This design comes from an exercise in tuning for small area on the open sky130 flow, not from production work. Where RTL was checked, it was by simulation tests only, not by an equivalence proof against the original. The RTL of runs 3 and 4 was laid out without a check of its function. The flow treats the clock pin as an ideal source, which a real chip does not have. Power is estimated from default activity; no workload was simulated.

==> flow/design.v <==
module lab5 (input clk, SWO, input [15:0] IR_in, output logic [3:0] OPCODE, output logic [7:0] PC, alu_out, W_REG);
localparam logic [2:0] IF0 = 3'd0, ID = 3'd1, FD = 3'd2, EX = 3'd3, RWB = 3'd4, IF = 3'd5, ID0 = 3'd6;
logic [2:0] state;
logic [3:0] OP, RA, RB, RD;
logic [7:0] A, B;
logic ph;
logic [7:0] S0 [0:7];
logic [7:0] S1 [0:7];
assign OP = IR_in[15:12];
assign RA = IR_in[11:8];
assign RB = IR_in[7:4];
assign RD = IR_in[3:0];
assign OPCODE = OP;
logic [7:0] ap, aq, asum;
logic [8:0] ac;
logic ge_s;
always_comb begin
  if (state == IF) begin
    ap = PC;
    aq = (OP == 4'd14 && ge_s) ? {4'b0, RD} : 8'd1;
    ac[0] = 1'b0;
  end else begin
    case (OP)
      4'd5:    ap = A & {8{B[0]}};
      4'd7:    ap = 8'h00;
      4'd8:    ap = 8'hFF;
      default: ap = A;
    endcase
    case (OP)
      4'd3:    aq = {4'b0, RB};
      4'd4, 4'd14: aq = ~B;
      4'd5:    aq = (A << 1) & {8{B[1]}};
      default: aq = B;
    endcase
    ac[0] = (OP == 4'd4) || (OP == 4'd7) || (OP == 4'd14);
  end
  for (int i = 0; i < 8; i++) begin
    asum[i] = ap[i] ^ aq[i] ^ ac[i];
    ac[i+1] = (ap[i] & aq[i]) | (ap[i] & ac[i]) | (aq[i] & ac[i]);
  end
end
logic [7:0] mul;
always_comb begin
  logic [7:0] acc, row;
  logic c;
  acc = asum;
  for (int i = 2; i < 8; i++) begin
    row = (A << i) & {8{B[i]}};
    c = 1'b0;
    for (int j = i; j < 8; j++) begin
      logic s;
      s = acc[j] ^ row[j] ^ c;
      c = (acc[j] & row[j]) | (acc[j] & c) | (row[j] & c);
      acc[j] = s;
    end
  end
  mul = acc;
end
logic [7:0] quo;
always_comb begin
  logic [7:0] r, x, d;
  logic [8:0] c;
  logic bnz;
  r = 8'b0;
  for (int k = 7; k >= 1; k--) begin
    x = {r[6:0], A[k]};
    c[0] = 1'b1;
    for (int i = 0; i < 8 - k; i++) begin
      d[i] = ~B[i] ^ c[i];
      c[i+1] = (x[i] & ~B[i]) | (x[i] & c[i]) | (~B[i] & c[i]);
    end
    quo[k] = c[8-k] && ((B >> (8 - k)) == 8'b0);
    r = 8'b0;
    for (int i = 0; i < 8 - k; i++) r[i] = x[i] ^ (d[i] & quo[k]);
  end
  quo[0] = {r[6:0], A[0]} >= B;
  bnz = |B;
  quo = quo & {8{bnz}};
end
always_comb begin
  case (OP)
    4'd1:  alu_out = {RA, RB};
    4'd2, 4'd3, 4'd4, 4'd7, 4'd8: alu_out = asum;
    4'd5:  alu_out = mul;
    4'd6:  alu_out = quo;
    4'd9:  alu_out = ~(ap | aq);
    4'd10: alu_out = ~(ap & aq);
    4'd11: alu_out = ap ^ aq;
    4'd12: alu_out = ~aq;
    default: alu_out = 8'b0;
  endcase
  if (state == IF) alu_out = W_REG;
end
logic wr;
assign wr = (state == EX || state == RWB) && (RD[0] != ph) && !(OP == 4'd13 || OP == 4'd14 || OP == 4'd15);
always_ff @(posedge clk) ge_s <= ac[8];
logic [7:0] pc_next;
assign pc_next = (OP == 4'd13) ? {RA, RB} : asum;
logic clr;
assign clr = (state == IF0) || (state == ID0);
logic [7:0] rda, rdb;
always_comb begin
  rda = (RA[0] ^ ph) ? S1[RA[3:1]] : S0[RA[3:1]];
  rdb = (RB[0] ^ ph) ? S1[RB[3:1]] : S0[RB[3:1]];
end
always_ff @(posedge clk or posedge SWO) begin
  if (SWO) begin
    state <= IF0;
    PC <= 8'b0;
    W_REG <= 8'b0;
    A <= 8'b0;
    B <= 8'b0;
    ph <= 1'b0;
  end else begin
    W_REG <= alu_out;
    A <= clr ? 8'b0 : rda;
    B <= clr ? 8'b0 : rdb;
    ph <= ~ph;
    if (state == IF) PC <= pc_next;
    case (state)
      IF0:     state <= ID0;
      IF:      state <= ID;
      ID, ID0: state <= FD;
      FD:      state <= EX;
      EX:      state <= RWB;
      default: state <= (OP == 4'd0) ? RWB : IF;
    endcase
  end
end
logic [7:0] ld, hold;
always_comb
  for (int m = 0; m < 8; m++) begin
    ld[m] = wr && RD[3:1] == 3'(m);
    hold[m] = !ld[m] && !clr;
  end
always_ff @(posedge clk) begin
  for (int m = 0; m < 8; m++) begin
    S1[m] <= S0[m];
    S0[m] <= (W_REG & {8{ld[m]}}) | (S1[m] & {8{hold[m]}});
  end
end
endmodule
==> flow/flow/run.sh <==
#!/bin/bash
# Own layout flow: the standard flow (standard.sh) with three changes.
#  - Synthesis maps the logic with an area-oriented ABC script (flow/abc_area.script)
#    and extracts only full adders (half adders are left to ABC: the half-adder cells
#    are added to the don't-use list); registers are mapped exactly as in the
#    standard synthesis (same script, same dfflibmap step).
#  - Port buffers use the smallest buffer cell.
#  - Clock tree synthesis uses small clock buffers and no dummy loads.
# Each make call's full output goes to a log file in the work folder.
set -euo pipefail
W=$PWD
rm -rf "$W/scripts_area"
cp -r "$FLOW_HOME/scripts" "$W/scripts_area"
cp "$W/flow/abc_area.script" "$W/scripts_area/abc_area.script"
DONT_USE=$(printf 'include %s\nprint:\n\t@echo $(DONT_USE_CELLS)\n' "$FLOW_HOME/platforms/sky130hd/config.mk" | make -s -f - print)
KNOBS=(SCRIPTS_DIR="$W/scripts_area" ABC_AREA=1
  DONT_USE_CELLS="$DONT_USE sky130_fd_sc_hd__ha_1 sky130_fd_sc_hd__ha_2 sky130_fd_sc_hd__ha_4"
  BUFFER_PORTS_ARGS="-buffer_cell sky130_fd_sc_hd__buf_1"
  CTS_ARGS="-sink_clustering_enable -repair_clock_nets -dont_use_dummy_load -buf_list sky130_fd_sc_hd__clkbuf_8")
bash standard.sh "${KNOBS[@]}" synth > "$W/log_synth.txt" 2>&1
bash standard.sh "${KNOBS[@]}" finish > "$W/log_layout.txt" 2>&1
==> flow/flow/abc_area.script <==
strash
dch -f
&get -n
&dch -f
&nf -R 1000
&put
strash
dch -f
&get -n
&dch -f
&nf -R 1000
&put
topo
==> flow/standard.sh <==
#!/bin/bash
# synth_recipe.tcl (not shown) runs the flow's synth.tcl, then flattens the netlist and writes it again
# the make line also repeats each setting of config.mk as NAME=value (left out here)
make -C /OpenROAD-flow-scripts/flow DESIGN_CONFIG=/design/flow/config.mk WORK_HOME=/design/flow/orfs CLKGATE_MAP_FILE= SYNTH_SCRIPT=/design/flow/synth_recipe.tcl "${@:-finish}"
==> flow/config.mk <==
export PLATFORM = sky130hd
export DESIGN_NAME = lab5
export DESIGN_NICKNAME = lab5
export VERILOG_FILES = /design/flow/design.v
export SDC_FILE = /design/flow/constraint.sdc
export NUM_CORES = 4
export LEC_CHECK = 0
export ABC_AREA = 1
export CAP_MARGIN = 20
export CELL_PAD_IN_SITES_DETAIL_PLACEMENT = 1
export CELL_PAD_IN_SITES_GLOBAL_PLACEMENT = 1
export CORE_MARGIN = 2
export CORE_UTILIZATION = 55
export SLEW_MARGIN = 20
==> flow/constraint.sdc <==
create_clock -name core_clock -period 17.0 [get_ports {clk}]
set_input_delay 3.4000 -clock core_clock [delete_from_list [all_inputs] [get_ports {clk}]]
set_output_delay 3.4000 -clock core_clock [all_outputs]
set_load 0.01 [all_outputs]
==> reports/metrics.cfg, run 1 <==
[run_status]
status = no timing/DRC/antenna violations

[yosys]
synth_edf_count = 0
synth_seq_area_share_pct = 42.7
ys_ff_latch = 165
avgSynthCellArea_um2 = 9.63
synth_area_leaders = dfxtp_1 (32%), dfrtp_1 (11%), a22o_1 (8.0%)
syn-num-nets = 883
synth_top_cell_by_area = dfxtp_1
yosysUniqueCellTypes = 47
synthArstFlopShare_pct = 21.8
yosysWarnings = 3
yosys_most_used_dff = dfxtp_1
synth_cells = 847
synth_top_area_share_pct = 31.6
synth_area_um2 = 8160

[global_route]
grt_overflow = 0
grt_max_degree = 30
grt_pass1_vias = 8796
grt_antenna_before_repair = 1
grt_usage_pct = 41.7
grt_pass1_wl_um = 50500

[hold_path]
worstHoldStart = S0[1][4]
hp-class = flop to flop
whs_path_depth = 0
whs_endpoint = S1[1][4]

[routing]
dr.pass1.iters = 8
via_per_inst = 7.68
num_vias = 8525
wl_per_cell_um = 29.9
drc = 0
ant_nets = 0
finalWirelength_um = 33200
drtIter0Drc = 1423

[timing]
finalSetupViolCount = 0
clock-skew-final_ns = 0.0240
hold_viol_final = 0
tightest_slew_ns = 1.25
fin_crit_sh_pct = 93.6
relSlewSlack_pct = 16.6
rsz0062_at_grt = no
finalMaxSlewViolations = 0
fin_worst_hold_slack_ns = 0.359
finalWorstSetupSlack_ns = 1.10
period_needed_ns = 15.90
finalSetupTns_ns = 0
clock.fmax_mhz = 62.9

[cts]
cts_resized = 0
cts_tree = yes
cts_sinks = 165
root_buffer = clkbuf_8
clk_latency_ns = 0.47
cts_buffer_depth = 2
h-tree-depth = 4
path_clk_slew_ns = 0.08
postCtsSetupRepairBufs = 0
cts_hold_buf = 0
numCtsBuffers = 17

[placed_design]
port_buffers = 45
dp_slack_ns = 1.24
placed_area_um2 = 8710
hpwl_um = 22600
dp_cells = 1092
gp_congestion = 1.00

[finish]
seqCellArea_um2 = 3480
mostFrequentLayoutCells = dfxtp_1 (129), nor2_1 (84), a22o_1 (75), nand2_1 (70), a222oi_1 (64)
final_common_cell = dfxtp_1
area_delta_synth_final_pct = 9.98
drive_gt1_share_pct = 5.51
nets = 963
final_cell_area_um2 = 8970
layout.cells.non_filler = 1110
final_util_pct = 61.8
multiInputGateArea_um2 = 4570
fill_cells = 1675

[setup_path]
cp-start-kind = flop
cp-end-kind = output pin
path_max_fanout = 11
crit_required_ns = 13.60
max_stage_delay_ns = 0.57
reg2reg_slack_ns = 4.98
cp.arrival_ns = 12.50
r2r_cells = 60
cp_slowest_cell = dfrtp_1
critical_path_class = flop to output pin
crit_path_frequent_cell = nor2_1
r2r-start = B[6]
r2r-end = W_REG[0]

[power]
finalPower_mw = 1.59
pwr-share-comb_pct = 53.3
p_sw_share_pct = 48.7
powerDensity_nw_per_um2 = 178
p_seq_share_pct = 33.1
ir_worst_vdd_v = 0.0000894
p_leak_nw = 3.23
p_int_uw = 817
power_frac_clock_pct = 13.5
switchingPower_uw = 776

[flow_run]
drv_cap = 0

[floorplan]
start_util_pct = 56.1
die_w_um = 126
die_y_um = 126
core_um2 = 14500
die_area_um2 = 15800
fp-row-count = 44
ios = 46

-- layer usage --
metal  global-route usage [%]  vias to the layer above  part of all wire, %
met3                     10.5                      226                   10
li1                         -                     3508                    -
met4                     27.0                        0                  7.0
met1                     49.7                     4158                   36
met5                        0                        -                    0
met2                     67.3                      633                   46
-- critical path: cells and delay by family, from the launching register on --
family	cells	cell delay [ns]
simple gates	30	5.11
compound gates	25	5.05
flops	1	0.57
buf+inv	3	0.48
xor+xnor	2	0.44
fa+ha+maj	1	0.39
-- flip-flops by register name (all words and copies together), names as in the netlist --
register / cells
B: 8
PC: 8
ge_s: 1
S1: 64
state: 3
ph: 1
A: 8
S0: 64
W_REG: 8
-- cells by family after synthesis --
| kind of cell | after synthesis | share of synthesized area, % |
|---|---|---|
| adders and majority gates | 19 | 4.54 |
| DFF | 165 | 42.7 |
| buffers and inverters | 40 | 2.02 |
| AOI/OAI and AO/OA | 336 | 32.1 |
| and+or+nand+nor | 244 | 13.9 |
| muxes | 8 | 1.01 |
| xor gates and xnor gates | 35 | 3.76 |
-- synth_stat cells, drive strengths merged, types with 5 or more instances --
master    n
a31o     15
xor2     14
clkinv   36
fa       18
a221oi   37
xnor2    21
nor2     85
a21oi    41
or3       5
nor3b    12
mux2i     6
nor3     19
dfxtp   129
a22oi    10
a22o     75
and2     12
nand2b    9
dfrtp    36
a31oi    18
and3      6
or2       7
a222oi   64
nand3     6
nand2    71
nor2b     6
o21ai    46
-- power groups by stage --
stage	Clock (mW)	Sequential [mW]	Combinational, mW
3_5_place_dp	0	0.531	0.810
6_report	0.216	0.528	0.850
2_1_floorplan	0	0.499	0.554
3_3_place_gp	0	0.525	0.767
5_1_grt	0.227	0.533	0.918
4_1_cts	0.213	0.523	0.816
-- area by class of cell --
type / count / share of cell area, %
multi-input cells: 642 / 50.9
flip-flops and latches: 165 / 38.8
repair buffers: 65 / 3.53
clock buffers: 17 / 2.61
well taps: 184 / 2.57
inverters: 36 / 1.51
diodes: 1 / 0.0279
-- worst max path at each step --
| stage | from | to | slack (ns) | cells after the start |
|---|---|---|---|---|
| 2_1_floorplan | IR_in[13] | alu_out[7] | 2.77 | 30 |
| 3_3_place_gp | IR_in[12] | alu_out[7] | 1.70 | 32 |
| 3_5_place_dp | B[5] | alu_out[0] | 1.24 | 63 |
| 4_1_cts | B[5] | alu_out[0] | 0.70 | 62 |
| 5_1_grt | B[6] | alu_out[0] | 0.09 | 65 |
| 6_report | B[6] | alu_out[0] | 1.10 | 61 |
==> run 2, diff against run 1 <==
--- a/flow/flow/run.sh
+++ b/flow/flow/run.sh
@@ -17,5 +17,5 @@
   DONT_USE_CELLS="$DONT_USE sky130_fd_sc_hd__ha_1 sky130_fd_sc_hd__ha_2 sky130_fd_sc_hd__ha_4"
   BUFFER_PORTS_ARGS="-buffer_cell sky130_fd_sc_hd__buf_1"
-  CTS_ARGS="-sink_clustering_enable -repair_clock_nets -dont_use_dummy_load -buf_list sky130_fd_sc_hd__clkbuf_8")
+  CTS_ARGS="-sink_clustering_enable -repair_clock_nets -dont_use_dummy_load -buf_list sky130_fd_sc_hd__clkbuf_4")
 bash standard.sh "${KNOBS[@]}" synth > "$W/log_synth.txt" 2>&1
 bash standard.sh "${KNOBS[@]}" finish > "$W/log_layout.txt" 2>&1
--- a/flow/config.mk
+++ b/flow/config.mk
@@ -11,4 +11,4 @@
 export CELL_PAD_IN_SITES_GLOBAL_PLACEMENT = 1
 export CORE_MARGIN = 2
-export CORE_UTILIZATION = 55
+export CORE_UTILIZATION = 65
 export SLEW_MARGIN = 20
==> run 2 against run 1 <==
Synthesized area unchanged; the run now fails in global placement (3_3_place_gp); synthesized cell count unchanged.
==> reports/metrics.cfg, run 2 <==
[floorplan]
die_w_um = 116
die_y_um = 116
ios = 46
start_util_pct = 67.4
fp-row-count = 40

[yosys]
yosysWarnings = 3
synth_top_cells_by_count = dfxtp_1 (129), nor2_1 (85), a22o_1 (75), nand2_1 (71), a222oi_1 (64)
yosys_most_used_dff = dfxtp_1
synth_seq_area_share_pct = 42.7
synth_cells = 847
synth_top_area_share_pct = 31.6
synth_area_leaders = dfxtp_1 (32%), dfrtp_1 (11%), a22o_1 (8.0%)
syn-num-nets = 883
yosysUniqueCellTypes = 47
synth_top_cell_by_area = dfxtp_1
yosysMostFrequentCell = dfxtp_1
avgSynthCellArea_um2 = 9.63
synth_area_um2 = 8160
synth_edf_count = 0
ys_ff_latch = 165
synthArstFlopShare_pct = 21.8

[placed_design]
port_buffers = 45

[run_status]
lastStage = global placement (3_3_place_gp)
status = aborted with a tool error
firstError = [ERROR GPL-0301] Utilization 101.296 % exceeds 100%.

==> run 2: kinds of logic after synthesis <==
| family | Yosys count | share of synthesized area (%) |
|---|---|---|
| flops | 165 | 42.7 |
| fa+ha+maj | 19 | 4.54 |
| xor+xnor | 35 | 3.76 |
| simple gates | 244 | 13.9 |
| buf+inv | 40 | 2.02 |
| compound gates | 336 | 32.1 |
| mux | 8 | 1.01 |
==> run 3, diff against run 2 <==
--- a/flow/design.v
+++ b/flow/design.v
@@ -4,4 +4,5 @@
 logic [3:0] OP, RA, RB, RD;
 logic [7:0] A, B;
+logic [3:0] RAs, RBs;
 logic ph;
 logic [7:0] S0 [0:7];
@@ -21,14 +22,10 @@
     ac[0] = 1'b0;
   end else begin
-    case (OP)
-      4'd5:    ap = A & {8{B[0]}};
-      4'd7:    ap = 8'h00;
-      4'd8:    ap = 8'hFF;
-      default: ap = A;
-    endcase
+    ap = (OP == 4'd7 || OP == 4'd8) ? B : A;
     case (OP)
       4'd3:    aq = {4'b0, RB};
       4'd4, 4'd14: aq = ~B;
-      4'd5:    aq = (A << 1) & {8{B[1]}};
+      4'd7:    aq = 8'h00;
+      4'd8:    aq = 8'hFF;
       default: aq = B;
     endcase
@@ -44,6 +41,6 @@
   logic [7:0] acc, row;
   logic c;
-  acc = asum;
-  for (int i = 2; i < 8; i++) begin
+  acc = A & {8{B[0]}};
+  for (int i = 1; i < 8; i++) begin
     row = (A << i) & {8{B[i]}};
     c = 1'b0;
@@ -63,16 +60,15 @@
   logic bnz;
   r = 8'b0;
-  for (int k = 7; k >= 1; k--) begin
+  for (int k = 7; k >= 0; k--) begin
     x = {r[6:0], A[k]};
     c[0] = 1'b1;
     for (int i = 0; i < 8 - k; i++) begin
-      d[i] = ~B[i] ^ c[i];
+      d[i] = x[i] ^ ~B[i] ^ c[i];
       c[i+1] = (x[i] & ~B[i]) | (x[i] & c[i]) | (~B[i] & c[i]);
     end
     quo[k] = c[8-k] && ((B >> (8 - k)) == 8'b0);
     r = 8'b0;
-    for (int i = 0; i < 8 - k; i++) r[i] = x[i] ^ (d[i] & quo[k]);
+    for (int i = 0; i < 8 - k; i++) r[i] = quo[k] ? d[i] : x[i];
   end
-  quo[0] = {r[6:0], A[0]} >= B;
   bnz = |B;
   quo = quo & {8{bnz}};
@@ -84,8 +80,8 @@
     4'd5:  alu_out = mul;
     4'd6:  alu_out = quo;
-    4'd9:  alu_out = ~(ap | aq);
-    4'd10: alu_out = ~(ap & aq);
-    4'd11: alu_out = ap ^ aq;
-    4'd12: alu_out = ~aq;
+    4'd9:  alu_out = ~(A | B);
+    4'd10: alu_out = ~(A & B);
+    4'd11: alu_out = A ^ B;
+    4'd12: alu_out = ~B;
     default: alu_out = 8'b0;
   endcase
@@ -93,5 +89,5 @@
 end
 logic wr;
-assign wr = (state == EX || state == RWB) && (RD[0] != ph) && !(OP == 4'd13 || OP == 4'd14 || OP == 4'd15);
+assign wr = (state == RWB || state == IF) && (RD[0] != ph) && !(OP == 4'd13 || OP == 4'd14 || OP == 4'd15);
 always_ff @(posedge clk) ge_s <= ac[8];
 logic [7:0] pc_next;
@@ -99,8 +95,15 @@
 logic clr;
 assign clr = (state == IF0) || (state == ID0);
-logic [7:0] rda, rdb;
 always_comb begin
-  rda = (RA[0] ^ ph) ? S1[RA[3:1]] : S0[RA[3:1]];
-  rdb = (RB[0] ^ ph) ? S1[RB[3:1]] : S0[RB[3:1]];
+  A = (RAs[0] ^ ph) ? S1[RAs[3:1]] : S0[RAs[3:1]];
+  B = (RBs[0] ^ ph) ? S1[RBs[3:1]] : S0[RBs[3:1]];
+  if (clr) begin
+    A = 8'b0;
+    B = 8'b0;
+  end
+end
+always_ff @(posedge clk) begin
+  RAs <= RA;
+  RBs <= RB;
 end
 always_ff @(posedge clk or posedge SWO) begin
@@ -109,11 +112,7 @@
     PC <= 8'b0;
     W_REG <= 8'b0;
-    A <= 8'b0;
-    B <= 8'b0;
     ph <= 1'b0;
   end else begin
     W_REG <= alu_out;
-    A <= clr ? 8'b0 : rda;
-    B <= clr ? 8'b0 : rdb;
     ph <= ~ph;
     if (state == IF) PC <= pc_next;
==> flow/flow/run.sh (replaced) <==
#!/bin/bash
# Own layout flow: the standard flow (standard.sh) with three changes.
#  - Synthesis maps the logic with an area-oriented ABC script (flow/abc_area.script)
#    and without Yosys's full-adder extraction; registers are mapped exactly as in the
#    standard synthesis (same script, same dfflibmap step).
#  - Port buffers use the smallest buffer cell.
#  - Clock tree synthesis uses small clock buffers and no dummy loads.
# Each make call's full output goes to a log file in the work folder.
set -euo pipefail
W=$PWD
rm -rf "$W/scripts_area"
cp -r "$FLOW_HOME/scripts" "$W/scripts_area"
cp "$W/flow/abc_area.script" "$W/scripts_area/abc_area.script"
KNOBS=(SCRIPTS_DIR="$W/scripts_area" ADDER_MAP_FILE= ABC_AREA=1
  BUFFER_PORTS_ARGS="-buffer_cell sky130_fd_sc_hd__buf_1"
  CTS_ARGS="-sink_clustering_enable -repair_clock_nets -dont_use_dummy_load -buf_list sky130_fd_sc_hd__clkbuf_8")
bash standard.sh "${KNOBS[@]}" synth > "$W/log_synth.txt" 2>&1
bash standard.sh "${KNOBS[@]}" finish > "$W/log_layout.txt" 2>&1
==> flow/flow/abc_area.script (replaced) <==
strash
dch -f
&get -n
&dch -f
&nf -R 1000
&put
topo
--- a/flow/config.mk
+++ b/flow/config.mk
@@ -11,4 +11,4 @@
 export CELL_PAD_IN_SITES_GLOBAL_PLACEMENT = 1
 export CORE_MARGIN = 2
-export CORE_UTILIZATION = 65
+export CORE_UTILIZATION = 35
 export SLEW_MARGIN = 20
==> run 3 against run 2 <==
Now clean on timing, DRC and antenna; synthesized area increased by 3.3%; synthesized cell count increased by 13%.
==> reports/metrics.cfg, run 3 <==
[routing]
drtIter0Drc = 1360
num_vias = 8869
finalWirelength_um = 37400
dr.pass1.iters = 9
wl_per_cell_um = 26.9
drc = 0
ant_nets = 0
via_per_inst = 6.39

[cts]
cts_sinks = 157
h-tree-depth = 4
cts_hold_buf = 0
cts_buffer_depth = 2
cts_tree = yes
numCtsBuffers = 17
root_buffer = clkbuf_8
clk_latency_ns = 0.47
path_clk_slew_ns = 0.10

[yosys]
synth_cells = 956
synth_top_area_share_pct = 32.5
yosysWarnings = 3
ys_ff_latch = 157
yosysMostFrequentCell = dfxtp_1
synth_seq_area_share_pct = 38.5
syn-num-nets = 974
synth_top_cell_by_area = dfxtp_1
yosys_most_used_dff = dfxtp_1
synthArstFlopShare_pct = 12.7
synth_top_cells_by_count = dfxtp_1 (137), nor2_1 (93), nand2_1 (83), a22o_1 (72), a21oi_1 (65)
synth_edf_count = 0
yosysUniqueCellTypes = 47
synth_area_leaders = dfxtp_1 (33%), a22o_1 (7.5%), a222oi_1 (6.5%)
avgSynthCellArea_um2 = 8.82
synth_area_um2 = 8430

[power]
p_int_uw = 856
power_frac_clock_pct = 13.3
finalPower_mw = 1.65
powerDensity_nw_per_um2 = 168
switchingPower_uw = 792
pwr-share-comb_pct = 57.4
p_seq_share_pct = 29.3
ir_worst_vdd_v = 0.000170
p_sw_share_pct = 48.1
p_leak_nw = 3.51

[setup_path]
reg2reg_slack_ns = 4.82
cp-start-kind = flop
r2r_cells = 60
critPathBufInv = 6
path_depth = 61
cp-end-kind = output pin
crit_family = compound AO/OA/AOI/OAI gates
r2r-end = W_REG[0]
r2r-start = RBs[3]
critical_path_class = flop to output pin
cp_slowest_cell = nor3_4
crit_required_ns = 13.60
cp.arrival_ns = 12.64
max_stage_delay_ns = 0.46
path_max_fanout = 11

[finish]
mostFrequentLayoutCells = dfxtp_1 (132), nor2_1 (90), nand2_1 (81), a22o_1 (72), a21oi_1 (63)
final_common_cell = dfxtp_1
drive_gt1_share_pct = 9.82
reg_top3 = S0 x64, S1 x64
final_util_pct = 41.6
final_cell_area_um2 = 9780
seqCellArea_um2 = 3250
fill_cells = 2795
antenna_cells = 0
nets = 1089
multiInputGateArea_um2 = 5240
area_delta_synth_final_pct = 16.0
layout.cells.non_filler = 1388

[floorplan]
die_w_um = 159
ios = 46
start_util_pct = 35.8
die_y_um = 159
fp-row-count = 56
core_um2 = 23500
die_area_um2 = 25400

[timing]
finalSetupViolCount = 0
hold_viol_final = 0
clock-skew-final_ns = 0.0369
fin_crit_sh_pct = 94.4
finalMaxSlewViolations = 0
finalWorstSetupSlack_ns = 0.959
tightest_slew_ns = 1.17
clock.fmax_mhz = 62.3
relSlewSlack_pct = 21.6
fin_worst_hold_slack_ns = 0.346
period_needed_ns = 16.04
finalSetupTns_ns = 0

[hold_path]
worstHoldStart = S0[7][3]
whs_endpoint = S1[7][3]
whs_path_depth = 0
hp-class = flop to flop

[placed_design]
gp_congestion = 0.935
port_buffers = 45
placed_area_um2 = 9360
dp_cells = 1362
hpwl_um = 26600
dp_slack_ns = 0.274

[global_route]
grt_overflow = 0
grt_pass1_vias = 8968
grt_antenna_before_repair = 0
grt_usage_pct = 29.0
grt_pass1_wl_um = 55900
grt_max_degree = 36

[flow_run]
drv_cap = 0

[run_status]
status = no timing/DRC/antenna violations

## run 3: cell count changes after synthesis, sizes merged, moves of 10 or more
cell	delta
fa	-18
maj3	+18
nand2	+12
a31oi	-10
dfrtp	-16
clkinv	-14
a21oi	+24
a31o	-15
xnor2	+41
o21ai	+17
nand3	+41
## run 3: worst max path at each step
stage / slack [ns] / endpoint / startpoint
finish: 0.96 / alu_out[0] / RBs[3]
global route: -0.1 / alu_out[0] / ph
CTS: 0.09 / alu_out[0] / RBs[1]
detailed placement: 0.27 / alu_out[0] / RBs[1]
global placement: 0.83 / alu_out[0] / RBs[1]
floorplan: 1.53 / alu_out[0] / RBs[3]
## run 3: power by group through the flow
stage	combinational [mW]	sequential, mW	clock [mW]
after floorplan	0.596	0.469	0
after global placement	0.883	0.489	0
after CTS	0.895	0.481	0.221
after global routing	1.03	0.491	0.237
after detailed placement	0.888	0.488	0
final	0.947	0.483	0.218
## run 3: logic make-up (layout without fill, tap and decap cells)
family / after synthesis / count (layout) / synth area share [%]
compound gates: 363 / 364 / 31.9
xor+xnor: 81 / 81 / 8.74
mux: 5 / 5 / 0.608
flops: 157 / 157 / 38.5
buf+inv: 26 / 138 / 1.34
fa+ha+maj: 19 / 19 / 2.26
simple gates: 305 / 305 / 16.7
## run 3: layout make-up
type / instances / share of cell area, %
clock buffer: 17 / 2.39
inverter: 22 / 0.844
multi-input combinational: 774 / 53.6
sequential: 157 / 33.2
tap: 319 / 4.08
timing repair buffer: 99 / 5.87
## run 3: layer usage
layer	part of all wire (%)	track usage, %	vias to the layer above
met5	0	0	-
met4	4.6	13.1	0
met3	7.1	4.87	115
met2	45	46.7	464
met1	43	38.1	4330
li1	-	-	3960
## run 3: repair_timing
action | 4_1_cts | 5_1_grt
pin swaps | 0 | 2
endpoints found under the setup margin | 1 | 2
gates resized for setup | 2 | 33
cloned | 0 | 1
setup buffers | 0 | 8
==> run 4, diff against run 3 <==
==> flow/design.v (replaced) <==
module lab5 (input clk, SWO, input [15:0] IR_in, output logic [3:0] OPCODE, output logic [7:0] PC, alu_out, W_REG);
localparam logic [2:0] IF0 = 3'd0, ID = 3'd1, FD = 3'd2, EX = 3'd3, RWB = 3'd4, IF = 3'd5, ID0 = 3'd6;
logic [2:0] state;
logic [3:0] OP, RA, RB, RD;
logic [7:0] A, B;
logic ph;
logic [7:0] S0 [0:7];
logic [7:0] S1 [0:7];
assign OP = IR_in[15:12];
assign RA = IR_in[11:8];
assign RB = IR_in[7:4];
assign RD = IR_in[3:0];
assign OPCODE = OP;
logic [7:0] ap, aq, asum;
logic [8:0] ac;
logic ge_s;
logic [7:0] md_x;
always_comb begin
  if (state == IF) begin
    ap = PC;
    aq = (OP == 4'd14 && ge_s) ? {4'b0, RD} : 8'd1;
    ac[0] = 1'b0;
  end else begin
    case (OP)
      4'd5, 4'd6: ap = md_x;
      4'd7:    ap = 8'h00;
      4'd8:    ap = 8'hFF;
      default: ap = A;
    endcase
    case (OP)
      4'd3:    aq = {4'b0, RB};
      4'd4, 4'd6, 4'd14: aq = ~B;
      4'd5:    aq = A & {8{B[0]}};
      default: aq = B;
    endcase
    ac[0] = (OP == 4'd4) || (OP == 4'd6) || (OP == 4'd7) || (OP == 4'd14);
  end
  for (int i = 0; i < 8; i++) begin
    asum[i] = ap[i] ^ aq[i] ^ ac[i];
    ac[i+1] = (ap[i] & aq[i]) | (ap[i] & ac[i]) | (aq[i] & ac[i]);
  end
end
logic is_div;
logic [7:0] quo, mul;
assign is_div = OP == 4'd6;
always_comb begin
  logic [7:0] r, x, q, d;
  logic [8:0] c;
  r = 8'b0;
  for (int k = 7; k >= 1; k--) begin
    x = {r[6:0], A[k] & is_div};
    c[0] = is_div;
    for (int i = 0; i < 8 - k; i++) begin
      q[i] = is_div ? ~B[i] : (A[i] & B[k]);
      d[i] = x[i] ^ q[i] ^ c[i];
      c[i+1] = (x[i] & q[i]) | (x[i] & c[i]) | (q[i] & c[i]);
    end
    quo[k] = c[8-k] && ((B >> (8 - k)) == 8'b0);
    r = 8'b0;
    for (int i = 0; i < 8 - k; i++) r[i] = (quo[k] || !is_div) ? d[i] : x[i];
  end
  md_x = {r[6:0], A[0] & is_div};
  quo[0] = ac[8];
  quo = quo & {8{|B}};
end
assign mul = asum;
always_comb begin
  case (OP)
    4'd1:  alu_out = {RA, RB};
    4'd2, 4'd3, 4'd4, 4'd7, 4'd8: alu_out = asum;
    4'd5:  alu_out = mul;
    4'd6:  alu_out = quo;
    4'd9:  alu_out = ~(ap | aq);
    4'd10: alu_out = ~(ap & aq);
    4'd11: alu_out = ap ^ aq;
    4'd12: alu_out = ~aq;
    default: alu_out = 8'b0;
  endcase
  if (state == IF) alu_out = W_REG;
end
logic wr;
assign wr = (state == EX || state == RWB) && (RD[0] != ph) && !(OP == 4'd13 || OP == 4'd14 || OP == 4'd15);
always_ff @(posedge clk) ge_s <= ac[8];
logic [7:0] pc_next;
assign pc_next = (OP == 4'd13) ? {RA, RB} : asum;
logic clr;
assign clr = (state == IF0) || (state == ID0);
logic [7:0] rda, rdb;
always_comb begin
  rda = (RA[0] ^ ph) ? S1[RA[3:1]] : S0[RA[3:1]];
  rdb = (RB[0] ^ ph) ? S1[RB[3:1]] : S0[RB[3:1]];
end
always_ff @(posedge clk or posedge SWO) begin
  if (SWO) begin
    state <= IF0;
    PC <= 8'b0;
    W_REG <= 8'b0;
    A <= 8'b0;
    B <= 8'b0;
    ph <= 1'b0;
  end else begin
    W_REG <= alu_out;
    A <= clr ? 8'b0 : rda;
    B <= clr ? 8'b0 : rdb;
    ph <= ~ph;
    if (state == IF) PC <= pc_next;
    case (state)
      IF0:     state <= ID0;
      IF:      state <= ID;
      ID, ID0: state <= FD;
      FD:      state <= EX;
      EX:      state <= RWB;
      default: state <= (OP == 4'd0) ? RWB : IF;
    endcase
  end
end
logic [7:0] ld, hold;
always_comb
  for (int m = 0; m < 8; m++) begin
    ld[m] = wr && RD[3:1] == 3'(m);
    hold[m] = !ld[m] && !clr;
  end
always_ff @(posedge clk) begin
  for (int m = 0; m < 8; m++) begin
    S1[m] <= S0[m];
    S0[m] <= (W_REG & {8{ld[m]}}) | (S1[m] & {8{hold[m]}});
  end
end
endmodule
==> run 4 against run 3 <==
Now fails the layout checks on negative setup slack; core utilization up 6.1 points; hold slack improved by 0.011 ns; clock skew is 0.011 ns higher; synthesized cell count is 8.9% lower; global-route usage grew 2.1 points; largest power group unchanged.
==> reports/metrics.cfg, run 4 <==
[yosys]
synth_cells = 871
synth_area_um2 = 8100
yosysMostFrequentCell = dfxtp_1
yosys_most_used_dff = dfxtp_1
syn-num-nets = 889
yosysWarnings = 3
yosysUniqueCellTypes = 42
synthArstFlopShare_pct = 21.8
synthXorXnorAreaFrac_pct = 4.54
synth_compound_area_share_pct = 36.1
synthAdderAreaFrac_pct = 0.988
synth_edf_count = 0
synth_seq_area_share_pct = 43.0
synth_top_cell_by_area = dfxtp_1
ys_ff_latch = 165
synth-simple-area-share_pct = 14.0
avgSynthCellArea_um2 = 9.30
synth_area_leaders = dfxtp_1 (32%), dfrtp_1 (11%), a222oi_1 (8.5%)
synth_top_family_by_area = compound AO/OA/AOI/OAI gates
synth_top_area_share_pct = 31.9
muxShareOfSynthArea_pct = 0.124
synth_top_cells_by_count = dfxtp_1 (129), nand2_1 (87), a22o_1 (73), nor2_1 (70), a222oi_1 (69)

[timing]
fin_worst_hold_slack_ns = 0.357
finalMaxSlewViolations = 0
relSlewSlack_pct = 17.7
clock.fmax_mhz = 57.6
hold_viol_final = 0
rsz0062_at_grt = yes
finalSetupViolCount = 7
fin_crit_sh_pct = 102
finalSetupTns_ns = -1.73
clock-skew-final_ns = 0.0484
finalWorstSetupSlack_ns = -0.353
tightest_slew_ns = 1.23
period_needed_ns = 17.35

[flow_run]
drv_cap = 0

[routing]
dr.pass1.iters = 9
num_vias = 9191
via_per_inst = 6.60
wl_per_cell_um = 27.6
finalWirelength_um = 38400
drtIter0Drc = 925
ant_nets = 0
drc = 0

[finish]
fill_cells = 2594
nets = 1127
seqCellArea_um2 = 3480
reg_top3 = S0 x64, S1 x64
mostFrequentLayoutCells = buf_4 (172), dfxtp_1 (129), nand2_1 (83), a22o_1 (73), a222oi_1 (69)
area_delta_synth_final_pct = 33.4
antenna_cells = 0
final_common_cell = buf_4
multiInputGateArea_um2 = 5110
drive_gt1_share_pct = 27.6

[power]
finalPower_mw = 1.52
pwr-share-comb_pct = 50.5
power_frac_clock_pct = 14.1
powerDensity_nw_per_um2 = 140
p_int_uw = 848
switchingPower_uw = 671
p_leak_nw = 4.23
p_seq_share_pct = 35.4
p_sw_share_pct = 44.2
ir_worst_vdd_v = 0.0000537

[cts]
cts_tree = yes
numCtsBuffers = 17
clk_latency_ns = 0.46
cts_sinks = 165
cts_buffer_depth = 2
cts_hold_buf = 0
h-tree-depth = 4
root_buffer = clkbuf_8
path_clk_slew_ns = 0.11

[setup_path]
cp-end-kind = output pin
critical_path_class = input pin to output pin
cp_slowest_cell = maj3_2
cp-start-kind = input pin
max_stage_delay_ns = 0.35
path_max_fanout = 6
crit_required_ns = 13.60
crit_path_frequent_cell = maj3_2
cp.arrival_ns = 13.95

[floorplan]
die_area_um2 = 24400
fp-row-count = 55
ios = 46
die_y_um = 156
start_util_pct = 35.7
core_um2 = 22700
die_w_um = 156

[global_route]
grt_overflow = 0
grt_pass1_wl_um = 57200
grt_pass1_vias = 9622
grt_max_degree = 32
grt_antenna_before_repair = 1
grt_usage_pct = 31.1

[hold_path]
hp-class = flop to flop

[run_status]
status = finished with violations
violatedChecks = negative setup slack

[placed_design]
port_buffers = 45
gp_congestion = 0.930
hpwl_um = 25600

## run 4: cell count changes in the layout (fill, tap and decap cells not counted), moves of 11 or more
| cell | before | now |
|---|---|---|
| dfrtp_1 | 20 | 36 |
| a31oi_1 | 7 | 18 |
| nor2_1 | 90 | 57 |
| a222oi_1 | 55 | 69 |
| buf_4 | 54 | 172 |
| maj3_1 | 19 | 0 |
| nand3_1 | 46 | 8 |
| o21ai_0 | 61 | 39 |
| xnor2_1 | 61 | 29 |
| a31o_1 | 0 | 16 |
## run 4: critical path: cells and delay by family
family / cells / cell delay, ns
mux: 1 / 0.20
buf+inv: 10 / 1.23
fa+ha+maj: 8 / 2.57
compound gates: 23 / 3.71
xor+xnor: 1 / 0.17
simple gates: 21 / 2.67
## run 4: timing repair
item	4_1_cts	5_1_grt
setup buffers	50	22
pin swaps	49	46
setup endpoints to repair	8	8
gates resized for setup	38	58
## run 4: cells by family after synthesis
family          after synthesis
mux                           1
fa+ha+maj                     8
simple gates                247
xor+xnor                     42
flops                       165
buf+inv                      23
compound gates              385
## run 4: final cells by class
class / instances / share of cell area, %
well taps: 285 / 3.30
repair buffers: 223 / 14.4
multi-input cells: 683 / 47.3
clock buffers: 17 / 2.16
inverters: 19 / 0.660
flip-flops and latches: 165 / 32.2
## run 4: per-stage QoR
stage | instance area (um2) | utilization, % | std cells | setup WS [ns]
detailed placement | 9640 | 42.5 | 1304 | -0.530
CTS | 10400 | 45.7 | 1371 | -0.288
global route | 10800 | 47.6 | 1392 | -1.01
finish | 10800 | 47.6 | 1392 | -0.353
floorplan | 8290 | - | 871 | -0.322
global placement | 9630 | 42.4 | 1303 | -0.106
## run 4: per-layer routing
metal / up-vias / GRT usage, % / routed length, um
li1: 3978 / - / -
met1: 4602 / 37.0 / 15300
met2: 467 / 53.9 / 18800
met3: 144 / 5.22 / 2330
met4: 0 / 15.9 / 1950
met5: - / 0 / 0
## run 4: path summary, 6_finish.rpt
path                           start         end  slack [ns]  cells past startpoint
setup / recovery           IR_in[15]  alu_out[3]       -0.35                     64
hold / removal              S0[4][0]    S1[4][0]        0.36                      0
setup reg to reg                B[7]       PC[5]        4.68                     70
hold reg to reg             S0[4][0]    S1[4][0]        0.36                      0
max in group asynchronous        SWO        A[5]       13.53                      3
min in group asynchronous        SWO       PC[0]        2.80                      2
## run 4: power by group through the flow
stage	sequential (mW)	clock [mW]	combinational [mW]
after floorplan	0.507	0	0.340
after global placement	0.540	0	0.596
after detailed placement	0.544	0	0.615
after CTS	0.536	0.217	0.666
after global routing	0.547	0.235	0.813
final	0.538	0.213	0.767
==> run 5, diff against run 4 <==
--- a/flow/design.v
+++ b/flow/design.v
@@ -15,5 +15,4 @@
 logic [8:0] ac;
 logic ge_s;
-logic [7:0] md_x;
 always_comb begin
   if (state == IF) begin
@@ -23,5 +22,5 @@
   end else begin
     case (OP)
-      4'd5, 4'd6: ap = md_x;
+      4'd5:    ap = A & {8{B[0]}};
       4'd7:    ap = 8'h00;
       4'd8:    ap = 8'hFF;
@@ -30,9 +29,9 @@
     case (OP)
       4'd3:    aq = {4'b0, RB};
-      4'd4, 4'd6, 4'd14: aq = ~B;
-      4'd5:    aq = A & {8{B[0]}};
+      4'd4, 4'd14: aq = ~B;
+      4'd5:    aq = (A << 1) & {8{B[1]}};
       default: aq = B;
     endcase
-    ac[0] = (OP == 4'd4) || (OP == 4'd6) || (OP == 4'd7) || (OP == 4'd14);
+    ac[0] = (OP == 4'd4) || (OP == 4'd7) || (OP == 4'd14);
   end
   for (int i = 0; i < 8; i++) begin
@@ -41,28 +40,42 @@
   end
 end
-logic is_div;
-logic [7:0] quo, mul;
-assign is_div = OP == 4'd6;
+logic [7:0] mul;
 always_comb begin
-  logic [7:0] r, x, q, d;
+  logic [7:0] acc, row;
+  logic c;
+  acc = asum;
+  for (int i = 2; i < 8; i++) begin
+    row = (A << i) & {8{B[i]}};
+    c = 1'b0;
+    for (int j = i; j < 8; j++) begin
+      logic s;
+      s = acc[j] ^ row[j] ^ c;
+      c = (acc[j] & row[j]) | (acc[j] & c) | (row[j] & c);
+      acc[j] = s;
+    end
+  end
+  mul = acc;
+end
+logic [7:0] quo;
+always_comb begin
+  logic [7:0] r, x, d;
   logic [8:0] c;
+  logic bnz;
   r = 8'b0;
   for (int k = 7; k >= 1; k--) begin
-    x = {r[6:0], A[k] & is_div};
-    c[0] = is_div;
+    x = {r[6:0], A[k]};
+    c[0] = 1'b1;
     for (int i = 0; i < 8 - k; i++) begin
-      q[i] = is_div ? ~B[i] : (A[i] & B[k]);
-      d[i] = x[i] ^ q[i] ^ c[i];
-      c[i+1] = (x[i] & q[i]) | (x[i] & c[i]) | (q[i] & c[i]);
+      d[i] = ~B[i] ^ c[i];
+      c[i+1] = (x[i] & ~B[i]) | (x[i] & c[i]) | (~B[i] & c[i]);
     end
     quo[k] = c[8-k] && ((B >> (8 - k)) == 8'b0);
     r = 8'b0;
-    for (int i = 0; i < 8 - k; i++) r[i] = (quo[k] || !is_div) ? d[i] : x[i];
+    for (int i = 0; i < 8 - k; i++) r[i] = x[i] ^ (d[i] & quo[k]);
   end
-  md_x = {r[6:0], A[0] & is_div};
-  quo[0] = ac[8];
-  quo = quo & {8{|B}};
+  quo[0] = {r[6:0], A[0]} >= B;
+  bnz = |B;
+  quo = quo & {8{bnz}};
 end
-assign mul = asum;
 always_comb begin
   case (OP)
==> flow/flow/run.sh (replaced) <==
#!/bin/bash
set -euo pipefail
W=$PWD
rm -rf "$W/scripts_area"
cp -r "$FLOW_HOME/scripts" "$W/scripts_area"
cp "$W/flow/abc_area.script" "$W/scripts_area/abc_area.script"
python3 - "$W/scripts_area/cts.tcl" "$W/flow/fixslew.tcl" <<'PYEOF'
import sys
path, fix = sys.argv[1], sys.argv[2]
s = open(path).read()
anchor = "log_cmd clock_tree_synthesis {*}$cts_args\n"
assert s.count(anchor) == 1
s = s.replace(anchor, anchor + "set_propagated_clock [all_clocks]\nestimate_parasitics -placement\nsource {%s}\nfix_clock_slew 0.095 sky130_fd_sc_hd__clkbuf_8\n" % fix)
open(path, "w").write(s)
PYEOF
DONT_USE=$(printf 'include %s\nprint:\n\t@echo $(DONT_USE_CELLS)\n' "$FLOW_HOME/platforms/sky130hd/config.mk" | make -s -f - print)
KNOBS=(SCRIPTS_DIR="$W/scripts_area" ABC_AREA=1
  DONT_USE_CELLS="$DONT_USE sky130_fd_sc_hd__ha_1 sky130_fd_sc_hd__ha_2 sky130_fd_sc_hd__ha_4"
  BUFFER_PORTS_ARGS="-buffer_cell sky130_fd_sc_hd__buf_1"
  CTS_ARGS="-sink_clustering_enable -repair_clock_nets -dont_use_dummy_load -buf_list sky130_fd_sc_hd__clkbuf_4")
bash standard.sh "${KNOBS[@]}" synth > "$W/log_synth.txt" 2>&1
bash standard.sh "${KNOBS[@]}" finish > "$W/log_layout.txt" 2>&1
==> flow/flow/abc_area.script (replaced) <==
strash
dch -f
&get -n
&dch -f
&nf -R 1000
&put
strash
dch -f
&get -n
&dch -f
&nf -R 1000
&put
topo
==> flow/flow/fixslew.tcl (new file) <==
# Upsize clock buffers whose flip-flop sinks see a clock slew above a limit.
proc fix_clock_slew { limit bigcell } {
  set block [ord::get_db_block]
  set big [[ord::get_db] findMaster $bigcell]
  set changed 0
  foreach inst [$block getInsts] {
    set m [[$inst getMaster] getName]
    if {![string match "*clkbuf*" $m]} { continue }
    set out [$inst findITerm X]
    set net [$out getNet]
    if {$net == "NULL"} { continue }
    set worst 0
    foreach it [$net getITerms] {
      if {[$it isOutputSignal]} { continue }
      set pin [get_pins -of_objects [get_cells [[$it getInst] getName]] -filter "name == [[$it getMTerm] getName]"]
      set s [get_property $pin slew_max]
      if {$s > $worst} { set worst $s }
    }
    if {$worst > $limit} {
      $inst swapMaster $big
      incr changed
    }
  }
  puts "fix_clock_slew: upsized $changed clock buffers"
  return $changed
}
--- a/flow/config.mk
+++ b/flow/config.mk
@@ -11,4 +11,4 @@
 export CELL_PAD_IN_SITES_GLOBAL_PLACEMENT = 1
 export CORE_MARGIN = 2
-export CORE_UTILIZATION = 35
+export CORE_UTILIZATION = 50
 export SLEW_MARGIN = 20
==> run 5 against run 4 <==
Largest cell class unchanged; now clean on timing, DRC and antenna; first-iteration DRC count rose by 14%; register-to-register slack better by 0.30 ns; sequential power decreased by 3%; synthesized cell count is 2.8% lower; sequential share of layout area up 6.4 points; clock skew down 0.018 ns.
==> reports/metrics.cfg, run 5 <==
[run_status]
status = no timing/DRC/antenna violations

[yosys]
synthXorXnorAreaFrac_pct = 3.76
synth_top_family_by_area = compound AO/OA/AOI/OAI gates
synth_area_um2 = 8160
synth_top_cell_by_area = dfxtp_1
yosys_most_used_dff = dfxtp_1
ys_ff_latch = 165
synth_compound_area_share_pct = 32.1
yosysMostFrequentCell = dfxtp_1
syn-num-nets = 883
synth_cells = 847
yosysWarnings = 3
synthArstFlopShare_pct = 21.8
synth_area_leaders = dfxtp_1 (32%), dfrtp_1 (11%), a22o_1 (8.0%)
synth-simple-area-share_pct = 13.9
avgSynthCellArea_um2 = 9.63
yosysUniqueCellTypes = 47
synth_seq_area_share_pct = 42.7
synth_edf_count = 0
synth_top_area_share_pct = 31.6
muxShareOfSynthArea_pct = 1.01
synthAdderAreaFrac_pct = 4.54
synth_top_cells_by_count = dfxtp_1 (129), nor2_1 (85), a22o_1 (75), nand2_1 (71), a222oi_1 (64)

[finish]
final_cell_area_um2 = 9030
final_common_cell = dfxtp_1
area_delta_synth_final_pct = 10.6
final_util_pct = 56.6
multiInputGateArea_um2 = 4570
fill_cells = 1877
antenna_cells = 0
seqCellArea_um2 = 3480
reg_top3 = S0 x64, S1 x64
drive_gt1_share_pct = 5.69
nets = 969
mostFrequentLayoutCells = dfxtp_1 (129), nor2_1 (85), a22o_1 (75), nand2_1 (71), a222oi_1 (64)
layout.cells.non_filler = 1147

[timing]
clock.fmax_mhz = 63.0
finalSetupViolCount = 0
finalSetupTns_ns = 0
clock-skew-final_ns = 0.0308
hold_viol_final = 0
relSlewSlack_pct = 10.6
period_needed_ns = 15.88
tightest_slew_ns = 1.33
fin_crit_sh_pct = 93.4
fin_worst_hold_slack_ns = 0.345
rsz0062_at_grt = no
finalMaxSlewViolations = 0

[routing]
drtIter0Drc = 1056
drc = 0
wl_per_cell_um = 28.6
finalWirelength_um = 32900
via_per_inst = 7.28
dr.pass1.iters = 8
ant_nets = 0
num_vias = 8352

[global_route]
grt_pass1_vias = 8584
grt_overflow = 0
grt_max_degree = 37
grt_pass1_wl_um = 49800
grt_usage_pct = 37.4
grt_antenna_before_repair = 1

[setup_path]
path_max_fanout = 12
cp.arrival_ns = 12.48
critical_path_class = input pin to output pin
crit_required_ns = 13.60
cp-end-kind = output pin
max_stage_delay_ns = 0.70
crit_path_frequent_cell = fa_1
cp-start-kind = input pin
cp_slowest_cell = nor2_1

[placed_design]
port_buffers = 45
gp_congestion = 0.958
hpwl_um = 22400
dp_cells = 1128
placed_area_um2 = 8790

[cts]
clk_latency_ns = 0.47
path_clk_slew_ns = 0.09
cts_resized = 0
cts_tree = yes
cts_hold_buf = 0
numCtsBuffers = 17
cts_sinks = 165
postCtsSetupRepairBufs = 0

[power]
p_seq_share_pct = 33.4
power_frac_clock_pct = 13.1
ir_worst_vdd_v = 0.000103
powerDensity_nw_per_um2 = 174
p_int_uw = 804
p_leak_nw = 3.25
pwr-share-comb_pct = 53.5
p_sw_share_pct = 48.8
switchingPower_uw = 766

[floorplan]
die_area_um2 = 17400
die_w_um = 132
start_util_pct = 51.2
die_y_um = 132
ios = 46
core_um2 = 15900
fp-row-count = 46

[flow_run]
drv_cap = 0

[hold_path]
hp-class = flop to flop

[run 5: changes by cell type in the layout (fill, tap and decap cells not counted), sizes merged, moves of 15 or more]
cell	before	now
a21oi	66	41
nand2	87	71
fa	0	18
buf	223	70
nor2	70	85
clkinv	17	36
[run 5: area by class of cell]
cell class	count	share of cell area, %
Clock buffer	17	2.31
Inverter	36	1.50
Multi-Input combinational cell	642	50.6
Timing Repair Buffer	71	4.01
Tap cell	216	2.99
Sequential cell	165	38.6
[run 5: kinds of logic (layout without fill, tap and decap cells)]
logic type,Yosys count,after routing
flops,165,165
fa+ha+maj,19,19
compound gates,336,336
xor+xnor,35,35
mux,8,8
buf+inv,40,124
simple gates,244,244
[run 5: path summary, 6_finish.rpt]
kind / cells past startpoint / slack, ns / end / from
worst min-delay path: 0 / 0.34 / S1[1][4] / S0[1][4]
worst min register to register: 0 / 0.34 / S1[1][4] / S0[1][4]
worst max register to register: 62 / 4.98 / W_REG[0] / B[5]
worst max-delay path: 30 / 1.12 / alu_out[7] / IR_in[12]
min in group asynchronous: 3 / 3.02 / A[5] / SWO
max in group asynchronous: 3 / 13.62 / PC[6] / SWO
[run 5: per-layer routing]
| metal | up-vias | GRT usage (%) | wire length (um) |
|---|---|---|---|
| li1 | 3520 | - | - |
| met1 | 4161 | 45.9 | 12600 |
| met5 | - | 0 | 13 |
| met3 | 140 | 7.69 | 3120 |
| met4 | 2 | 19.3 | 1570 |
| met2 | 529 | 62.3 | 15600 |
[run 5: critical path: cells and delay by family]
kind	cells	cell delay [ns]
compound gates	5	0.84
xor+xnor	2	0.28
simple gates	6	1.91
buf+inv	6	0.97
fa+ha+maj	11	5.06
[run 5: per-stage QoR]
| step | setup slack [ns] | total power, mW |
|---|---|---|
| 6_report | 1.12 | 1.57 |
| 5_1_grt | 0.00589 | 1.66 |
| 4_1_cts | 0.743 | 1.55 |
| 3_5_place_dp | 1.28 | 1.34 |
| 3_3_place_gp | 1.76 | 1.30 |
| 2_1_floorplan | 2.77 | 1.05 |
[run 5: power by group through the flow]
stage | clock network, mW | registers (mW) | logic (mW)
after floorplan | 0 | 0.499 | 0.554
after global placement | 0 | 0.524 | 0.773
after detailed placement | 0 | 0.527 | 0.817
after CTS | 0.207 | 0.519 | 0.820
after global routing | 0.222 | 0.529 | 0.905
final | 0.206 | 0.524 | 0.840
==> run 6, diff against run 5 <==
--- a/flow/config.mk
+++ b/flow/config.mk
@@ -11,4 +11,4 @@
 export CELL_PAD_IN_SITES_GLOBAL_PLACEMENT = 1
 export CORE_MARGIN = 2
-export CORE_UTILIZATION = 50
+export CORE_UTILIZATION = 55
 export SLEW_MARGIN = 20
==> run 6 against run 5 <==
Synthesized cell count stayed put; non-clock buffer count down 6; combinational power up 1%; critical path type is now flop to output pin; routed wire length up 0.69%; maximum frequency fell by 0.57%; register-to-register slack got worse by 0.09 ns; die area fell by 8.8%; sequential share of layout area is 0.35 points higher.
==> reports/metrics.cfg, run 6 <==
[setup_path]
cp-start-kind = flop
critPathBufInv = 3
crit_family = simple AND/OR/NAND/NOR gates
cp-end-kind = output pin
path_max_fanout = 11
cp_slowest_cell = dfrtp_1
critical_path_class = flop to output pin
max_stage_delay_ns = 0.57
cp.arrival_ns = 12.57
crit_path_frequent_cell = nor2_1
crit_required_ns = 13.60

[timing]
finalMaxSlewViolations = 0
finalSetupViolCount = 0
clock.fmax_mhz = 62.6
tightest_slew_ns = 1.22
rsz0062_at_grt = no
clock-skew-final_ns = 0.0292
relSlewSlack_pct = 18.4
fin_crit_sh_pct = 94.0
finalSetupTns_ns = 0
fin_worst_hold_slack_ns = 0.347
period_needed_ns = 15.97
hold_viol_final = 0

[finish]
fill_cells = 1674
nets = 963
reg_top3 = S0 x64, S1 x64
drive_gt1_share_pct = 5.41
final_common_cell = dfxtp_1
mostFrequentLayoutCells = dfxtp_1 (129), nor2_1 (84), a22o_1 (75), nand2_1 (70), a222oi_1 (64)
area_delta_synth_final_pct = 9.64

[cts]
numCtsBuffers = 17
path_clk_slew_ns = 0.10
cts_sinks = 165
cts_tree = yes
postCtsSetupRepairBufs = 0
clk_latency_ns = 0.47

[yosys]
synth_edf_count = 0
yosysWarnings = 3
synth_top_cell_by_area = dfxtp_1
synth_area_leaders = dfxtp_1 (32%), dfrtp_1 (11%), a22o_1 (8.0%)
avgSynthCellArea_um2 = 9.63
synth_seq_area_share_pct = 42.7
syn-num-nets = 883
synthXorXnorAreaFrac_pct = 3.76
synth_top_family_by_area = compound AO/OA/AOI/OAI gates
muxShareOfSynthArea_pct = 1.01
synth_cells = 847
yosysMostFrequentCell = dfxtp_1
synthArstFlopShare_pct = 21.8
synth_top_cells_by_count = dfxtp_1 (129), nor2_1 (85), a22o_1 (75), nand2_1 (71), a222oi_1 (64)
yosysUniqueCellTypes = 47
ys_ff_latch = 165
synthAdderAreaFrac_pct = 4.54
synth_area_um2 = 8160
synth_top_area_share_pct = 31.6
synth-simple-area-share_pct = 13.9
synth_compound_area_share_pct = 32.1
yosys_most_used_dff = dfxtp_1

[floorplan]
ios = 46
core_um2 = 14500
fp-row-count = 44
die_w_um = 126
die_area_um2 = 15800
die_y_um = 126
start_util_pct = 56.1

[routing]
dr.pass1.iters = 7
drc = 0
wl_per_cell_um = 29.8
via_per_inst = 7.70
drtIter0Drc = 1410
num_vias = 8553
finalWirelength_um = 33100
ant_nets = 0

[hold_path]
hp-class = flop to flop

[global_route]
grt_pass1_vias = 8776
grt_max_degree = 30
grt_pass1_wl_um = 50300
grt_usage_pct = 41.6
grt_antenna_before_repair = 2
grt_overflow = 0

[placed_design]
gp_congestion = 1.00
hpwl_um = 22600
port_buffers = 45

[flow_run]
drv_cap = 0

[power]
p_leak_nw = 3.22
ir_worst_vdd_v = 0.0000902
powerDensity_nw_per_um2 = 177

[run_status]
status = no timing/DRC/antenna violations

run 6: worst paths after layout:
| kind | start | to | slack [ns] | cells after the start |
|---|---|---|---|---|
| setup / recovery | B[6] | alu_out[0] | 1.03 | 61 |
| hold / removal | S0[7][4] | S1[7][4] | 0.35 | 0 |
| setup reg to reg | B[6] | W_REG[0] | 4.89 | 60 |
| hold reg to reg | S0[7][4] | S1[7][4] | 0.35 | 0 |
| max in group asynchronous | SWO | B[5] | 13.50 | 3 |
| min in group asynchronous | SWO | PC[4] | 2.81 | 2 |
run 6: worst reg2reg max path: cells and delay by family (launching register included):
kind                       cells  cell delay [ns]
DFF                            1             0.57
xor gates and xnor gates       2             0.44
adders and majority gates      1             0.38
AOI/OAI and AO/OA             25             5.09
buffers and inverters          2             0.35
and+or+nand+nor               30             5.17
run 6: per-layer routing:
| layer | GRT usage, % | vias to the layer above | wire [um] |
|---|---|---|---|
| li1 | - | 3507 | - |
| met1 | 49.0 | 4147 | 11700 |
| met2 | 67.3 | 671 | 15600 |
| met3 | 10.6 | 228 | 3560 |
| met4 | 27.5 | 0 | 2240 |
| met5 | 0 | - | 0 |
run 6: stage by stage:
step	worst slack (ns)	power [mW]	instance area, um2	instances	utilization [%]
after global placement	1.70	1.29	8710	1091	59.9
after global routing	0.0439	1.66	8940	1109	61.5
final	1.03	1.58	8950	1111	61.6
after detailed placement	1.24	1.34	8710	1092	59.9
after floorplan	2.77	1.05	8160	847	-
after CTS	0.720	1.54	8920	1109	61.4
run 6: what timing repair did:
item,in CTS,in global routing
gates resized for setup,0,7
hold buffers,0,0
endpoints found under the setup margin,0,1
endpoints found under the hold margin,0,0
run 6: cell families after synthesis:
| group | Yosys count |
|---|---|
| compound gates | 336 |
| xor+xnor | 35 |
| fa+ha+maj | 19 |
| buf+inv | 40 |
| flops | 165 |
| mux | 8 |
| simple gates | 244 |
run 6: area by class of cell:
cell class	instances	area (um2)	area share (%)
repair buffers	65	317	3.54
clock buffers	17	209	2.34
flip-flops and latches	165	3480	38.9
inverters	36	135	1.51
well taps	184	230	2.57
diodes	2	5.00	0.0559
multi-input cells	642	4570	51.0
run 6: where the power goes:
part / switching, mW / total (mW) / internal [mW]
sequential: 0.0944 / 0.527 / 0.433
combinational: 0.554 / 0.849 / 0.295
clock: 0.126 / 0.205 / 0.0785
total: 0.774 / 1.58 / 0.806
==> run 7, diff against run 6 <==
--- a/flow/config.mk
+++ b/flow/config.mk
@@ -8,6 +8,4 @@
 export ABC_AREA = 1
 export CAP_MARGIN = 20
-export CELL_PAD_IN_SITES_DETAIL_PLACEMENT = 1
-export CELL_PAD_IN_SITES_GLOBAL_PLACEMENT = 1
 export CORE_MARGIN = 2
 export CORE_UTILIZATION = 55
==> run 7 against run 6 <==
Clock skew grew 0.014 ns; register-to-register slack gained 0.31 ns; first-iteration DRC count grew 15%; clock power is essentially flat; largest power group unchanged; global-route usage shrank 4.5 points; maximum frequency grew 1.4%; non-clock buffer count grew 3; largest cell class unchanged; hold slack lost 0.0060 ns; sequential power shrank 0.9%; power shrank 3.0%; synthesized area is the same; synthesized cell count is the same.
==> reports/metrics.cfg, run 7 <==
[run_status]
status = no timing/DRC/antenna violations

[timing]
clock-skew-final_ns = 0.0428
fin_crit_sh_pct = 92.6
finalSetupViolCount = 0
finalMaxSlewViolations = 0
clock.fmax_mhz = 63.5
hold_viol_final = 0
rsz0062_at_grt = no
tightest_slew_ns = 1.27
period_needed_ns = 15.75
relSlewSlack_pct = 15.3
finalSetupTns_ns = 0

[global_route]
grt_usage_pct = 37.0
grtUsageMet3_pct = 8.62
grt_overflow = 0
grt_pass1_wl_um = 45400
grt_antenna_before_repair = 0
grt_max_degree = 37
grt_pass1_vias = 7940
met1_usage_pct = 47.3
grtUsageMet2_pct = 57.9
top_usage_layer = met2

[routing]
ant_nets = 0
dr.pass1.iters = 17
num_vias = 8199
via_per_inst = 7.37
finalWirelength_um = 29600
drtIter0Drc = 1623
drc = 0
wl_per_cell_um = 26.6

[flow_run]
drv_cap = 0

[placed_design]
port_buffers = 45
hpwl_um = 19700
gp_congestion = 0.991
placed_area_um2 = 8740

[hold_path]
whs_endpoint = S1[2][5]
worstHoldStart = S0[2][5]
hp-class = flop to flop
whs_path_depth = 0

[setup_path]
crit_path_frequent_cell = fa_1
critPathBufInv = 8
crit_required_ns = 13.60
cp_slowest_cell = nor2_1
r2r-start = B[5]
path_max_fanout = 12
critical_path_class = input pin to output pin
crit_family = adder cells
cp-end-kind = output pin
max_stage_delay_ns = 0.74
cp.arrival_ns = 12.35
r2r_cells = 61
cp-start-kind = input pin
r2r-end = W_REG[0]
reg2reg_slack_ns = 5.20
cp-startpoint = IR_in[12]

[power]
p_leak_nw = 3.24
switchingPower_uw = 730
ir_worst_vdd_v = 0.0000987
p_int_uw = 802
p_seq_share_pct = 34.1
pwr-share-comb_pct = 52.8
power_frac_clock_pct = 13.2
powerDensity_nw_per_um2 = 171
finalPower_mw = 1.53
p_sw_share_pct = 47.7

[floorplan]
core_um2 = 14500
die_y_um = 126
fp-row-count = 44
die_area_um2 = 15800
die_w_um = 126
ios = 46
start_util_pct = 56.1

[finish]
antenna_cells = 0
drive_gt1_share_pct = 5.60
final_common_cell = dfxtp_1
nets = 966
mostFrequentLayoutCells = dfxtp_1 (129), nor2_1 (85), a22o_1 (75), nand2_1 (70), a222oi_1 (64)
area_delta_synth_final_pct = 9.86
final_cell_area_um2 = 8960
reg_top3 = S0 x64, S1 x64

[yosys]
yosysUniqueCellTypes = 47
syn-num-nets = 883
synth_area_um2 = 8160
synth_top_cells_by_count = dfxtp_1 (129), nor2_1 (85), a22o_1 (75), nand2_1 (71), a222oi_1 (64)
synth_cells = 847
synthArstFlopShare_pct = 21.8
synth_top_area_share_pct = 31.6
synth_seq_area_share_pct = 42.7
avgSynthCellArea_um2 = 9.63
synth_edf_count = 0
yosysMostFrequentCell = dfxtp_1
ys_ff_latch = 165
yosys_most_used_dff = dfxtp_1
synth_top_cell_by_area = dfxtp_1
synth_area_leaders = dfxtp_1 (32%), dfrtp_1 (11%), a22o_1 (8.0%)
yosysWarnings = 3

[cts]
cts_tree = yes
path_clk_slew_ns = 0.11
clk_latency_ns = 0.47
numCtsBuffers = 17
cts_sinks = 165
cts_hold_buf = 0

-- run 7: logic make-up (layout without fill, tap and decap cells) --
kind of cell / after synthesis / in the layout / share of synthesized area, %
mux: 8 / 8 / 1.01
xor+xnor: 35 / 35 / 3.76
flops: 165 / 165 / 42.7
fa+ha+maj: 19 / 19 / 4.54
compound gates: 336 / 336 / 32.1
buf+inv: 40 / 121 / 2.02
simple gates: 244 / 244 / 13.9
-- run 7: per-layer routing --
metal	up-vias	routed length [um]	share of wire, %
met2	609	13300	45
met5	-	0	0
met4	0	1960	6.6
met3	192	3070	10
li1	3512	-	-
met1	3886	11300	38
-- run 7: final cells by class --
| cell class | count | area, um2 |
|---|---|---|
| multi-input combinational | 642 | 4570 |
| timing repair buffer | 68 | 342 |
| tap | 184 | 230 |
| inverter | 36 | 135 |
| fill | 1254 | 5570 |
| sequential | 165 | 3480 |
| clock buffer | 17 | 203 |
-- run 7: stage by stage --
stage          utilization (%)  instances  hold WS [ns]  worst slack (ns)
2_1_floorplan                -        847         0.349              2.77
3_3_place_gp              60.1       1095         0.357              1.49
3_5_place_dp              60.1       1095         0.357              1.36
4_1_cts                   61.5       1112         0.352              1.00
5_1_grt                   61.7       1112         0.359            0.0745
6_report                  61.7       1112         0.341              1.25
-- run 7: what timing repair did --
item,4_1_cts,5_1_grt
setup endpoints to repair,0,1
gates resized for setup,0,6
setup buffers,0,0
-- run 7: worst max-delay path by stage --
stage,end,cells past startpoint,slack [ns]
global route,alu_out[0],63,0.07
CTS,alu_out[0],64,1.00
finish,alu_out[7],32,1.25
global placement,alu_out[7],32,1.49
detailed placement,alu_out[7],32,1.36
floorplan,alu_out[7],30,2.77
-- run 7: power by group through the flow --
stage	logic [mW]	registers, mW	clock network [mW]
final	0.809	0.522	0.202
after global routing	0.888	0.528	0.215
after CTS	0.784	0.519	0.200
after detailed placement	0.778	0.527	0
after global placement	0.763	0.525	0
after floorplan	0.554	0.499	0
-- run 7: worst register-to-register path: cells and delay by family (launching register included) --
kind                       cells  cell delay (ns)
adders and majority gates      1             0.36
and+or+nand+nor               32             4.69
buffers and inverters          2             0.36
DFF                            1             0.57
xor gates and xnor gates       1             0.17
AOI/OAI and AO/OA             25             5.51

==> static timing again, ports no longer ideal <==
The flow's constraints put no driver on any port. The routed layouts listed below were extracted and timed again, unchanged, in two steps. Step 1 sets driving cells, clkbuf_16 on the clock port and buf_2 on the other inputs (assumed; they add their load-dependent delay and slew). Step 2 adds t to the input delays and takes it off the output delays; t is the mean of the earliest and latest rising clock arrival at the registers after step 1. Input paths then give back, and output paths get back, about the clock's delay inside the block. Slacks: ideal ports / drivers / drivers and shift; pairs: ideal ports / drivers.
| run | t (ns) | setup WS [ns] | slew at the worst register clock pin (ns) | worst slew at a driven data input, ns |
|---|---|---|---|---|
| run 1 | 0.504 | 1.096 / 1.054 / 1.092 | 0.09 / 0.09 | 0.04 |
| run 3 | 0.495 | 0.959 / 0.914 / 1.410 | 0.10 / 0.10 | 0.03 |
| run 4 | 0.490 | -0.353 / -0.385 / -0.385 | 0.11 / 0.11 | 0.04 |
| run 5 | 0.491 | 1.119 / 1.081 / 1.097 | 0.11 / 0.11 | 0.04 |
| run 6 | 0.496 | 1.028 / 0.988 / 1.123 | 0.10 / 0.10 | 0.04 |
| run 7 | 0.480 | 1.251 / 1.215 / 1.215 | 0.11 / 0.11 | 0.06 |
The setup slack of run 7, which loses most, moves by -0.036 ns with the drivers and by -0.036 ns with both steps.
